Context: an optimization exercise on an open-source flow, tuned for small area. The choices shown serve that exercise and are no tape-out recipe.
The RTL was checked by simulation tests, not by an equivalence proof against the original design.
Power and IR drop assume default switching activity.

==> design.v <==
`timescale 1ns / 1ps
module clockdiv(
	input wire clk,		 
	input wire clr,		 
	output wire dclk,		 
	output wire segclk,	 
	output wire speed3,  
	output wire speed2,  
	output wire speed1,  
	output wire speed0   
	);
reg [10:0] q;
always @(posedge clk)
begin
	if (clr == 1)
		q <= 0;
	else
		q <= q + 1;
end
assign dclk   = (q[1:0]  == 2'b01);
assign segclk = (q[7:0]  == 8'b01111111);
assign speed3 = (q[7:0]  == 8'b01111111);
assign speed2 = (q[8:0]  == 9'b011111111);
assign speed1 = (q[9:0]  == 10'b0111111111);
assign speed0 = (q[10:0] == 11'b01111111111);
endmodule
`timescale 1ns / 1ps
module segdisplay(
	input wire clk,			 
	input wire segclk,		 
	input wire clr,			 
	output reg [6:0] seg,	 
	output reg [3:0] an		 
	);
parameter N = 7'b0001100;
parameter E = 7'b1000000;
parameter R = 7'b1001000;
parameter P = 7'b0010000;
parameter left = 2'b00;
parameter midleft = 2'b01;
parameter midright = 2'b10;
parameter right = 2'b11;
reg [1:0] state;
always @(posedge clk)
begin
	if (clr == 1)
	begin
		seg <= 7'b1111111;
		an <= 7'b1111;
		state <= left;
	end
	else if (segclk)
	begin
		case(state)
			left:
			begin
				seg <= N;
				an <= 4'b0111;
				state <= midleft;
			end
			midleft:
			begin
				seg <= E;
				an <= 4'b1011;
				state <= midright;
			end
			midright:
			begin
				seg <= R;
				an <= 4'b1101;
				state <= right;
			end
			right:
			begin
				seg <= P;
				an <= 4'b1110;
				state <= left;
			end
		endcase
	end
end
endmodule
`timescale 1ns / 1ps
module vga640x480(
	input wire clk,			 
	input wire dclk,			 
	input wire clr,			 
	input wire [6:0] score_l,
	input wire [6:0] score_r,
	input wire [9:0] ballx,
	input wire [9:0] bally,
	input wire [9:0] r_pos,
	input wire [9:0] l_pos,
	output wire hsync,		 
	output wire vsync,		 
	output reg [2:0] red,	 
	output reg [2:0] green,  
	output reg [1:0] blue	 
	);
parameter hpixels = 800; 
parameter vlines = 521;  
parameter hpulse = 96; 	 
parameter vpulse = 2; 	 
parameter hbp = 144; 	 
parameter hfp = 784; 	 
parameter vbp = 31; 		 
parameter vfp = 511; 	 
reg [9:0] hc;
reg [9:0] vc;
always @(posedge clk)
begin
	if (clr == 1)
	begin
		hc <= 0;
		vc <= 0;
	end
	else if (dclk)
	begin
		if (hc < hpixels - 1)
			hc <= hc + 1;
		else
		begin
			hc <= 0;
			if (vc < vlines - 1)
				vc <= vc + 1;
			else
				vc <= 0;
		end
	end
end
assign hsync = (hc < hpulse) ? 0:1;
assign vsync = (vc < vpulse) ? 0:1;
always @(*)
begin
	if (vc >= vbp && vc < vfp)
	begin
		if ( hc >= hbp + 40 && hc < (50 + hbp) && vc >= vbp+40 && vc < vbp+440)
		begin
			red = 3'b111;
			green = 3'b111;
			blue = 2'b11;
		end
		else if (hc >= (hbp+590) && hc < (hbp+600) && vc >= vbp+40 && vc < vbp+440)
		begin
			red = 3'b111;
			green = 3'b111;
			blue = 2'b11;
		end
		else if (vc >= vbp+40 && vc < vbp+50 && hc >= (hbp+50) && hc < (hbp+590))
		begin 
			red = 3'b111;
			green = 3'b111;
			blue = 2'b11;
		end
		else if (vc >= (vbp+430) && vc < (vbp+440) && hc >= (hbp+50) && hc < (hbp+590))
		begin
			red = 3'b111;
			green = 3'b111;
			blue = 2'b11;
		end
		else if (vc >= vbp+8 && vc < vbp+14 && hc >= (hbp+236) && hc < (hbp+249) && score_l[6] == 1)
		begin
			red = 3'b111;
			green = 3'b111;
			blue = 2'b11;
		end
		else if (vc >= vbp+8 && vc < vbp+26 && hc >= (hbp+249)  && hc < (hbp+255) && score_l[5] == 1)
		begin
			red = 3'b111;
			green = 3'b111;
			blue = 2'b11;
		end
		else if (vc >= vbp+8 && vc < vbp+26 && hc >= (hbp+230)  && hc < (hbp+236) && score_l[1] == 1)
		begin
			red = 3'b111;
			green = 3'b111;
			blue = 2'b11;
		end
		else if (vc >= vbp+20 && vc < vbp+26 && hc >= (hbp+236) && hc < (hbp+249) && score_l[0] == 1)
		begin
			red = 3'b111;
			green = 3'b111;
			blue = 2'b11;
		end
		else if (vc >= vbp+20 && vc < vbp+38 && hc >= (hbp+249) && hc < (hbp+255) && score_l[4] == 1)
		begin
			red = 3'b111;
			green = 3'b111;
			blue = 2'b11;
		end
		else if (vc >= vbp+20 && vc < vbp+38 && hc >= (hbp+230) && hc < (hbp+236) && score_l[2] == 1)
		begin
			red = 3'b111;
			green = 3'b111;
			blue = 2'b11;
		end
		else if (vc >= vbp+32 && vc < vbp+38 && hc >= (hbp+236) && hc < (hbp+249) && score_l[3] == 1)
		begin
			red = 3'b111;
			green = 3'b111;
			blue = 2'b11;
		end
		else if (vc >= vbp+8 && vc < vbp+14 && hc >= (hbp+392) && hc < (hbp+405) && score_r[6] == 1)
		begin
			red = 3'b111;
			green = 3'b111;
			blue = 2'b11;
		end
		else if (vc >= vbp+8 && vc < vbp+26 && hc >= (hbp+405) && hc < (hbp+411) && score_r[5] == 1)
		begin
			red = 3'b111;
			green = 3'b111;
			blue = 2'b11;
		end
		else if (vc >= vbp+8 && vc < vbp+26 && hc >= (hbp+386) && hc < (hbp+392) && score_r[1] == 1)
		begin
			red = 3'b111;
			green = 3'b111;
			blue = 2'b11;
		end
		else if (vc >= vbp+20 && vc < vbp+26 && hc >= (hbp+392) && hc < (hbp+405) && score_r[0] == 1)
		begin
			red = 3'b111;
			green = 3'b111;
			blue = 2'b11;
		end
		else if (vc >= vbp+20 && vc < vbp+38 && hc >= (hbp+405) && hc < (hbp+411) && score_r[4] == 1)
		begin
			red = 3'b111;
			green = 3'b111;
			blue = 2'b11;
		end
		else if (vc >= vbp+20 && vc < vbp+38 && hc >= (hbp+386) && hc < (hbp+392) && score_r[2] == 1)
		begin
			red = 3'b111;
			green = 3'b111;
			blue = 2'b11;
		end
		else if (vc >= vbp+32 && vc < vbp+38 && hc >= (hbp+392) && hc < (hbp+405) && score_r[3] == 1)
		begin
			red = 3'b111;
			green = 3'b111;
			blue = 2'b11;
		end
		else if (vc >= l_pos && vc < l_pos+100 && hc >= hbp+50 && hc < hbp+65)
		begin
			red = 3'b111;
			green = 3'b001;
			blue = 2'b01;
		end
		else if (vc >= r_pos && vc < r_pos+100 && hc >= hbp+575 && hc < hbp+590)
		begin
			red = 3'b001;
			green = 3'b111;
			blue = 2'b01;
		end
		else if (vc > bally-5 && vc <=bally+5 && hc > ballx-5 && hc <= ballx+5)
		begin
			red = 3'b111;
			green = 3'b111;
			blue = 2'b11;
		end
		else
		begin
			red = 0;
			green = 0;
			blue = 0;
		end
	end
	else
	begin
		red = 0;
		green = 0;
		blue = 0;
	end
end
endmodule
`timescale 1ns / 1ps
module gameplay(
					input wire clk,
					input wire dclk,
					input wire clr,
					input wire speed3,
					input wire speed2,
					input wire speed1,
					input wire speed0,
					input wire input_up,
					input wire input_down,
					output wire hsync,		 
					output wire vsync,		 
					output wire [2:0] red,	 
					output wire [2:0] green,  
					output wire [1:0] blue	 
					);
parameter hbp = 144; 	 
parameter hfp = 784; 	 
parameter vbp = 31; 		 
parameter vfp = 511; 	 
wire [6:0] score_l;
wire [6:0] score_r;
wire [9:0] l_pos;
wire [9:0] r_pos;
reg [9:0] r_lpos;
reg [9:0] r_rpos;
reg [3:0] lScore;
reg [3:0] rScore;
reg [6:0] r_score_l;
reg [6:0] r_score_r;
reg [9:0] ballx;
reg [9:0] bally;
integer rise;
integer run;
integer clk_choose;
reg [3:0] n_lScore;
reg [3:0] n_rScore;
reg [9:0] n_ballx;
reg [9:0] n_bally;
integer n_rise;
integer n_run;
reg [9:0] n_rpos;
reg [9:0] n_lpos;
assign score_l = r_score_l;
assign score_r = r_score_r;
assign l_pos = r_lpos;
assign r_pos = r_rpos;
wire b_clock;
wire [2:0] clocks;
assign clocks[2] = speed3;
assign clocks[1] = speed2;
assign clocks[0] = speed1;
assign b_clock = clocks[clk_choose];
wire e_clock;
wire [2:0] clocka;
assign clocka[2] = speed3;
assign clocka[1] = speed1;
assign clocka[0] = speed0;
assign e_clock = clocka[clk_choose];
always @(*)
begin
	case (lScore)
		4'b0000: r_score_l = 7'b1111110;
		4'b0001: r_score_l = 7'b0110000;
		4'b0010: r_score_l = 7'b1101101;
		4'b0011: r_score_l = 7'b1111001;
		4'b0100: r_score_l = 7'b0110011;
		4'b0101: r_score_l = 7'b1011011;
		4'b0110: r_score_l = 7'b1011111;
		4'b0111: r_score_l = 7'b1110000;
		4'b1000: r_score_l = 7'b1111111;
		4'b1001: r_score_l = 7'b1111011;
		default: r_score_l = 7'b1111011;
	endcase
	case (rScore)
		4'b0000: r_score_r = 7'b1111110;
		4'b0001: r_score_r = 7'b0110000;
		4'b0010: r_score_r = 7'b1101101;
		4'b0011: r_score_r = 7'b1111001;
		4'b0100: r_score_r = 7'b0110011;
		4'b0101: r_score_r = 7'b1011011;
		4'b0110: r_score_r = 7'b1011111;
		4'b0111: r_score_r = 7'b1110000;
		4'b1000: r_score_r = 7'b1111111;
		4'b1001: r_score_r = 7'b1111011;
		default: r_score_r = 7'b1111011;
	endcase
	if (rScore >= 4'd6)
		clk_choose = 2;
	else if (rScore >= 4'd3)
		clk_choose = 1;
	else
		clk_choose = 0;
end
always @(posedge clk)
begin
	n_lScore = lScore;
	n_rScore = rScore;
	n_ballx = ballx;
	n_bally = bally;
	n_rise = rise;
	n_run = run;
	if (clr == 1)
	begin
		lScore <= 4'b0000;
		rScore <= 4'b0000;
		ballx <= hbp + 320;
		bally <= vbp + 240;
		rise <= 1;
		run <= -1;
	end
	else if (b_clock)
	begin
	if (n_lScore == 4'b1010 || n_rScore == 4'b1010)
	begin
		n_lScore = 4'b0000;
		n_rScore = 4'b0000;
		n_ballx = hbp + 320;
		n_bally = vbp + 240;
	end
	if (n_ballx < hbp + 585 && n_ballx > hbp + 55 && n_bally < vbp+425 && n_bally > vbp+55)
	begin
		if (n_ballx <= hbp+70 && n_bally >= r_lpos && n_bally < r_lpos+100)
		begin
			if (n_bally < r_lpos+20)
				n_rise = -2;
			else if (n_bally >= r_lpos+20 && n_bally < r_lpos+40)
				n_rise = -1;
			else if (n_bally >= r_lpos+20 && n_bally < r_lpos+60)
				n_rise = 0;
			else if (n_bally >= r_lpos+20 && n_bally < r_lpos+80)
				n_rise = 1;
			else if (n_bally >= r_lpos+80 && n_bally < r_lpos+100)
				n_rise = 2;
			n_run = -n_run;
			n_ballx = n_ballx + n_run;
			n_bally = n_bally + n_rise;
		end
		else if (n_ballx >= hbp+570 && n_bally >= r_rpos && n_bally < r_rpos+100)
		begin
			if (n_bally < r_rpos+20)
				n_rise = -2;
			else if (n_bally >= r_rpos+20 && n_bally < r_rpos+40)
				n_rise = -1;
			else if (n_bally >= r_rpos+20 && n_bally < r_rpos+60)
				n_rise = 0;
			else if (n_bally >= r_rpos+20 && n_bally < r_rpos+80)
				n_rise = 1;
			else if (n_bally >= r_rpos+80 && n_bally < r_rpos+100)
				n_rise = 2;
			n_run = -n_run;
			n_ballx = n_ballx + n_run;
			n_bally = n_bally + n_rise;
		end
		else
		begin
			n_ballx = n_ballx + n_run;
			n_bally = n_bally + n_rise;
		end
	end
	else if (n_ballx >= hbp+585 && n_bally < vbp+425 && n_bally > vbp+55)
	begin 
		n_lScore = n_lScore + 1;
		n_run = -1;
		n_rise = 0;
		n_ballx = hbp + 320;
		n_bally = vbp + 240;
	end
	else if (n_ballx <= hbp+55 && n_bally < vbp+425 && n_bally > vbp+55)
	begin 
		n_rScore = n_rScore + 1;
		n_run = 1;
		n_rise = 0;
		n_ballx = hbp + 320;
		n_bally = vbp + 240;
	end
	else if (n_ballx < hbp+585 && n_ballx >= hbp+55 && (n_bally >= vbp+425 || n_bally <= vbp+55))
	begin
		n_rise = -n_rise;
		n_ballx = n_ballx + n_run;
		n_bally = n_bally + n_rise;
	end
	lScore <= n_lScore;
	rScore <= n_rScore;
	ballx <= n_ballx;
	bally <= n_bally;
	rise <= n_rise;
	run <= n_run;
	end
end
always @(posedge clk)
begin
	n_rpos = r_rpos;
	if (clr == 1)
		r_rpos <= vbp + 140;
	else if (speed2)
	begin
    if (lScore == 4'b1010 || rScore == 4'b1010)
        n_rpos = vbp + 140;
	if (input_up == 1 && n_rpos >= vbp+50)
	begin
		n_rpos = n_rpos - 1;
	end
	if (input_down == 1 && n_rpos < vbp+330)
	begin
		n_rpos = n_rpos + 1;
	end
	r_rpos <= n_rpos;
	end
end
always @(posedge clk)
begin
	n_lpos = r_lpos;
	if (clr == 1)
		r_lpos <= vbp + 140;
	else if (e_clock)
	begin
    if (lScore == 4'b1010 || rScore == 4'b1010)
        n_lpos = vbp + 140;
	if (n_lpos >= vbp+50 && n_lpos < vbp+330 && run == -1)
	begin
		if (bally > n_lpos+50)
			n_lpos = n_lpos + 1;
		else
			n_lpos = n_lpos - 1;
	end
	if (n_lpos == vbp+49)
	begin
		n_lpos = n_lpos + 1;
	end
	if(n_lpos == vbp+330)
	begin
		n_lpos = n_lpos - 1;
	end
	r_lpos <= n_lpos;
	end
end
vga640x480 disp(
	.clk(clk),
	.dclk(dclk),
	.clr(clr),
	.score_l(score_l),
	.score_r(score_r),
	.ballx(ballx),
	.bally(bally),
	.r_pos(r_pos),
	.l_pos(l_pos),
	.hsync(hsync),
	.vsync(vsync),
	.red(red),
	.green(green),
	.blue(blue)
	);
endmodule
`timescale 1ns / 1ps
module NERP_demo_top(
	input wire clk,			 
	input wire btns,			 
	input wire btnu,
	input wire btnd,
	output wire [7:0] seg,	 
	output wire [3:0] an,	 
	output wire dp,			 
	output wire [2:0] vgaRed,	 
	output wire [2:0] vgaGreen, 
	output wire [2:1] vgaBlue,	 
	output wire Hsync,		 
	output wire Vsync			 
	);
wire segclk;
wire dclk;
wire speed3;
wire speed2;
wire speed1;
wire speed0;
wire input_up;
wire input_down;
assign seg[7] = 1'b1;
assign dp = 1;
clockdiv U1(
	.clk(clk),
	.clr(btns),
	.segclk(segclk),
	.dclk(dclk),
	.speed3(speed3),
	.speed2(speed2),
	.speed1(speed1),
	.speed0(speed0)
	);
segdisplay U2(
	.clk(clk),
	.segclk(segclk),
	.clr(btns),
	.seg(seg[6:0]),
	.an(an)
	);
gameplay U3(
	.clk(clk),
	.dclk(dclk),
	.clr(btns),
	.speed3(speed3),
	.speed2(speed2),
	.speed1(speed1),
	.speed0(speed0),
	.input_up(btnu),
	.input_down(btnd),
	.hsync(Hsync),
	.vsync(Vsync),
	.red(vgaRed),
	.green(vgaGreen),
	.blue(vgaBlue)
	);
endmodule
==> run.sh <==
#!/bin/bash
# synth_recipe.tcl (not shown) runs the flow's synth.tcl, then flattens the netlist and writes it again
# the make line also repeats each setting of config.mk as NAME=value (left out here)
make -C /OpenROAD-flow-scripts/flow DESIGN_CONFIG=/design/flow/config.mk WORK_HOME=/design/flow/orfs CLKGATE_MAP_FILE= SYNTH_SCRIPT=/design/flow/synth_recipe.tcl finish
==> config.mk <==
export PLATFORM = sky130hd
export DESIGN_NAME = NERP_demo_top
export DESIGN_NICKNAME = NERP_demo_top
export VERILOG_FILES = /design/flow/design.v
export SDC_FILE = /design/flow/constraint.sdc
export NUM_CORES = 4
export LEC_CHECK = 0
export CAP_MARGIN = 20
export CORE_MARGIN = 2
export CORE_UTILIZATION = 40
export SLEW_MARGIN = 20
==> constraint.sdc <==
create_clock -name core_clock -period 10.0 [get_ports {clk}]
set_input_delay 2.0000 -clock core_clock [delete_from_list [all_inputs] [get_ports {clk}]]
set_output_delay 2.0000 -clock core_clock [all_outputs]
set_load 0.01 [all_outputs]
==> metrics.md <==
| Metric | Value |
|---|---|
| Outcome | timing/DRC/antenna clean |
| Pwr Density | 76.3 nW/um^2 |
| Chip height | 213 microns |
| GP Congestion | 0.942 |
| Core Area | 43100 sq um |
| Postcts setup bufs | 0 |
| Final setup vio count | 0 |
| Filler cells | ~4300 |
| Static leakage | 8.09 nW |
| Hold WC Path Type | reg -> reg |
| Max incr delay on CP | 0.52 ns |
| Final Hold Vio Count | 0 |
| Setup TNS | 0 ns |
| Worst slew margin | 0.305 |
| RSZ-0062 raised after global routing | false |
| DR vias/cell | 5.94 |
| Commonest register cell after synthesis | dfxtp_1 |
| Setup CP Type | reg -> reg |
| Tcrit/Tclk final | 0.766 |
| CP max stage cell | or4b_4 |
| Synth cell types | 109 |
| Crit-path max FO | 14 |
| VDD IR max | 0.115 mV |
| Nets | 2526 |
| Post-synth EDFFs | 0 |
| Htree depth | 4 |
| Final Max Slew Viols | 0 |
| Synth warn | 4 |
| # diodes | 0 |
| First-pass DRT Iterations | 5 |
| Total CTS buffers | 17 |
| Wire length per cell | 19.2 microns |
| Pwr Total | between 0.001 and 0.0015 W |
| Total GRT Usage | 0.243 |
| Fmax | between 100 and 150 MHz |
| Die width | 213 microns |
| Synthesized cell area | 17400 sq um |
| Aggregate global routing overflow | 0 |
| Synth top area share | 0.201 |
| Ratio of cells with drive above 1 in the final layout | 0.0502 |
| Area Growth Syn to Fin | 6.95% |
| Port bufs | 24 |
| Mapped Cells | around 2300 |
| Num Clock Sinks | 146 |
| Max-cap violations | 0 |
| Final ANT Viol Nets | 0 |
| Async SR Flop Fraction | 0 |
| Critical Path Start Type | flip-flop |
| Mapped Avg Cell Area | 7.60 sq um |
| Skew final | ~0.019 ns |
| Global-route wire length before repair | 86800 microns |
| Largest area contributor in the netlist | ha_1 |
| Maximum clock insertion buffer count | 2 |
| Post-CTS sizing | 0 |
| Clock latency (worst-skew pair) | 0.49 ns |
| Min Clock Period, post-route | 7.66 ns |
| Die area | 45300 sq um |
| Clock transition at path regs | about 0.080 ns |
| Initial antenna violation count | 0 |
| Root buffer cell | clkbuf_16 |
| Yosys reg bits | 146 |
| Initial Util | 0.405 |
| Aggregate routed wire length | 54500 microns |
| CP most frequent cell | ha_1 |
| Ports | 27 |
| Vias in the first global route | 15893 |
| Top cells by area, synth | ha_1, dfxtp_1, xnor2_1 |
| Row cnt | 76 |
| CTS Hold Bufs | 0 |
| Critical path endpoint category | flip-flop |
| DRC viols | 0 |
| First DRT Iteration DRCs | 1354 |
| Largest net degree at the start of global routing | 50 |
| Least-Margin Pin Slew | roughly 1.0 ns |
| Arrival @ worst endpoint | 7.99 ns |
| CTS tree | done |
| Seq/Total Area, Yosys | 0.168 |
| Worst Path Required | 10.33 ns |
| Routed vias | 16854 |
| Post-DP HPWL | 40300 microns |
## metal layers
metal	vias to the layer above	GRT usage	share of wire
met4	0	0.0960	0.032
met1	7960	0.329	0.47
li1	8292	-	-
met3	97	0.0446	0.063
met2	505	0.381	0.44
met5	-	0	0
## worst max-delay path: cells and delay by family (launching register included)
kind,cells,cell delay (ns)
fa+ha+maj,4,1.34
flops,1,0.43
compound gates,9,1.79
buf+inv,1,0.12
mux,2,0.44
simple gates,13,3.37
## state kept, by name, indices dropped and copies added (netlist names), 5 cells and up
register / count
U3.bally: 10
U3.run: 32
U3.disp.hc: 10
U1.q: 11
U3.ballx: 10
U3.rise: 10
U3.disp.vc: 10
U3.disp.score_r: 7
U2.seg: 5
U3.r_rpos: 10
U3.disp.score_l: 7
U3.r_lpos: 10
## synth_stat cells (7+ instances only)
| cell | count |
|---|---|
| o311ai_1 | 9 |
| mux2i_1 | 14 |
| nor2b_1 | 23 |
| nand2_1 | 187 |
| o221ai_1 | 8 |
| buf_1 | 7 |
| o2111ai_1 | 9 |
| xnor2_1 | 105 |
| a2111oi_0 | 9 |
| o21ai_0 | 143 |
| o311ai_0 | 10 |
| clkbuf_1 | 83 |
| nand3_1 | 62 |
| nor3_1 | 71 |
| o31ai_1 | 10 |
| a21o_1 | 47 |
| a211oi_1 | 28 |
| ha_1 | 280 |
| a31oi_1 | 25 |
| nand4_1 | 49 |
| or3_1 | 35 |
| o21bai_1 | 13 |
| o21a_1 | 26 |
| o22ai_1 | 14 |
| dfxtp_1 | 146 |
| a22oi_1 | 8 |
| or2_2 | 9 |
| a221oi_1 | 9 |
| nand3b_1 | 7 |
| nand2b_1 | 23 |
| and3_1 | 27 |
| nor2_1 | 200 |
| inv_1 | 108 |
| o211ai_1 | 37 |
| buf_4 | 7 |
| and2_1 | 9 |
| xor2_1 | 66 |
| a21oi_1 | 167 |
| buf_2 | 22 |
| nor4_1 | 25 |
## stage by stage
step / cells / cell area (sq um) / setup slack [ns] / hold WS [ns] / util
after floorplan: 2297 / 17500 / 2.96 / 0.445 / -
after global placement: 2803 / 18100 / 2.66 / 0.456 / 0.419
after detailed placement: 2803 / 18100 / 2.55 / 0.457 / 0.419
after CTS: 2835 / 18700 / 2.48 / 0.481 / 0.433
after global routing: 2835 / 18700 / 1.58 / 0.523 / 0.433
final: 2835 / 18700 / 2.34 / 0.477 / 0.433
## power by group
part | switching, W | total [W] | internal (W)
Clock | 0.000338 | 0.000675 | 0.000337
Sequential | 0.00000431 | 0.000587 | 0.000583
Combinational | 0.000109 | 0.000162 | 0.0000526
Total | 0.000451 | 0.00142 | 0.000973
## placed cells by master (no fill, tap or decap), types with 9 or more instances in the layout
master           count
o22ai_1             14
inv_1              107
a2111oi_0            9
o21a_1              26
a211oi_1            28
nand4_1             49
ha_1               280
o211ai_1            37
buf_4               20
nand2_1            187
mux2i_1             14
o21bai_1            13
a221oi_1             9
or3_1               35
nor2b_1             23
o21ai_0            142
and3_1              27
o2111ai_1            9
clkdlybuf4s50_1     23
nor3_1              71
nor4_1              25
xor2_1              66
o311ai_0            10
a31oi_1             24
a21oi_1            167
a21o_1              46
xnor2_1            105
nor2_1             199
dfxtp_1            146
o31ai_1              9
clkbuf_16           17
o311ai_1             9
nand2b_1            23
nand3_1             62
and2_1               9
or2_2                9
## final timing paths
check	startpoint	end	slack, ns	depth (start not counted)
worst min-delay path	U2.an[3]	U2.an[3]	0.48	2
worst min register to register	U2.an[3]	U2.an[3]	0.48	2
worst max register to register	U3.lScore[2]	U3.r_lpos[3]	2.34	29
worst max-delay path	U3.lScore[2]	U3.r_lpos[3]	2.34	29
## cells by family (layout without fill, tap and decap cells)
family,after synthesis,count (layout),synth area share
AOI/OAI and AO/OA,648,648,0.243
xor gates and xnor gates,171,171,0.0858
DFF,146,146,0.168
and+or+nand+nor,784,784,0.228
muxes,20,20,0.0120
adders and majority gates,285,285,0.207
buffers and inverters,241,194,0.0567
other,1,2,0.000215
## area by class of cell
cell class | count | area, sq um | area share
flip-flops and latches | 146 | 2920 | 0.157
clock inverters | 15 | 180 | 0.00966
well taps | 585 | 732 | 0.0392
repair buffers | 44 | 385 | 0.0207
multi-input cells | 1910 | 13600 | 0.727
clock buffers | 17 | 425 | 0.0228
inverters | 118 | 443 | 0.0237

re-timing with driven ports:
No port has a modelled driver above. Below, the same layout with a new extraction and two added sets of constraints.
Step 1 (the two cells are an assumption about what drives the block):
set clk [get_ports {clk}]
set_driving_cell -lib_cell sky130_fd_sc_hd__clkbuf_16 $clk
set_driving_cell -lib_cell sky130_fd_sc_hd__buf_2 [delete_from_list [all_inputs] $clk]
Step 2 moves the port delays by t, midway between the first and last clock arrival at a register: inputs arrive t later, outputs are due t later. That takes back most of the time a late clock gives input paths.
Slacks: no drivers / after step 1 / after step 2; pairs: no drivers / after step 1.
t (ns): 0.540
slack for setup (ns): 2.342 / 2.342 / 2.342
hold WS [ns]: 0.477 / 0.477 / 0.477
worst setup path after step 2: register to register
worst slew at a driven data input, ns: 0.03
After both steps setup and hold are still met in this run. For this run, drivers alone change the setup slack by 0.000 ns; drivers and shift together by 0.000 ns.
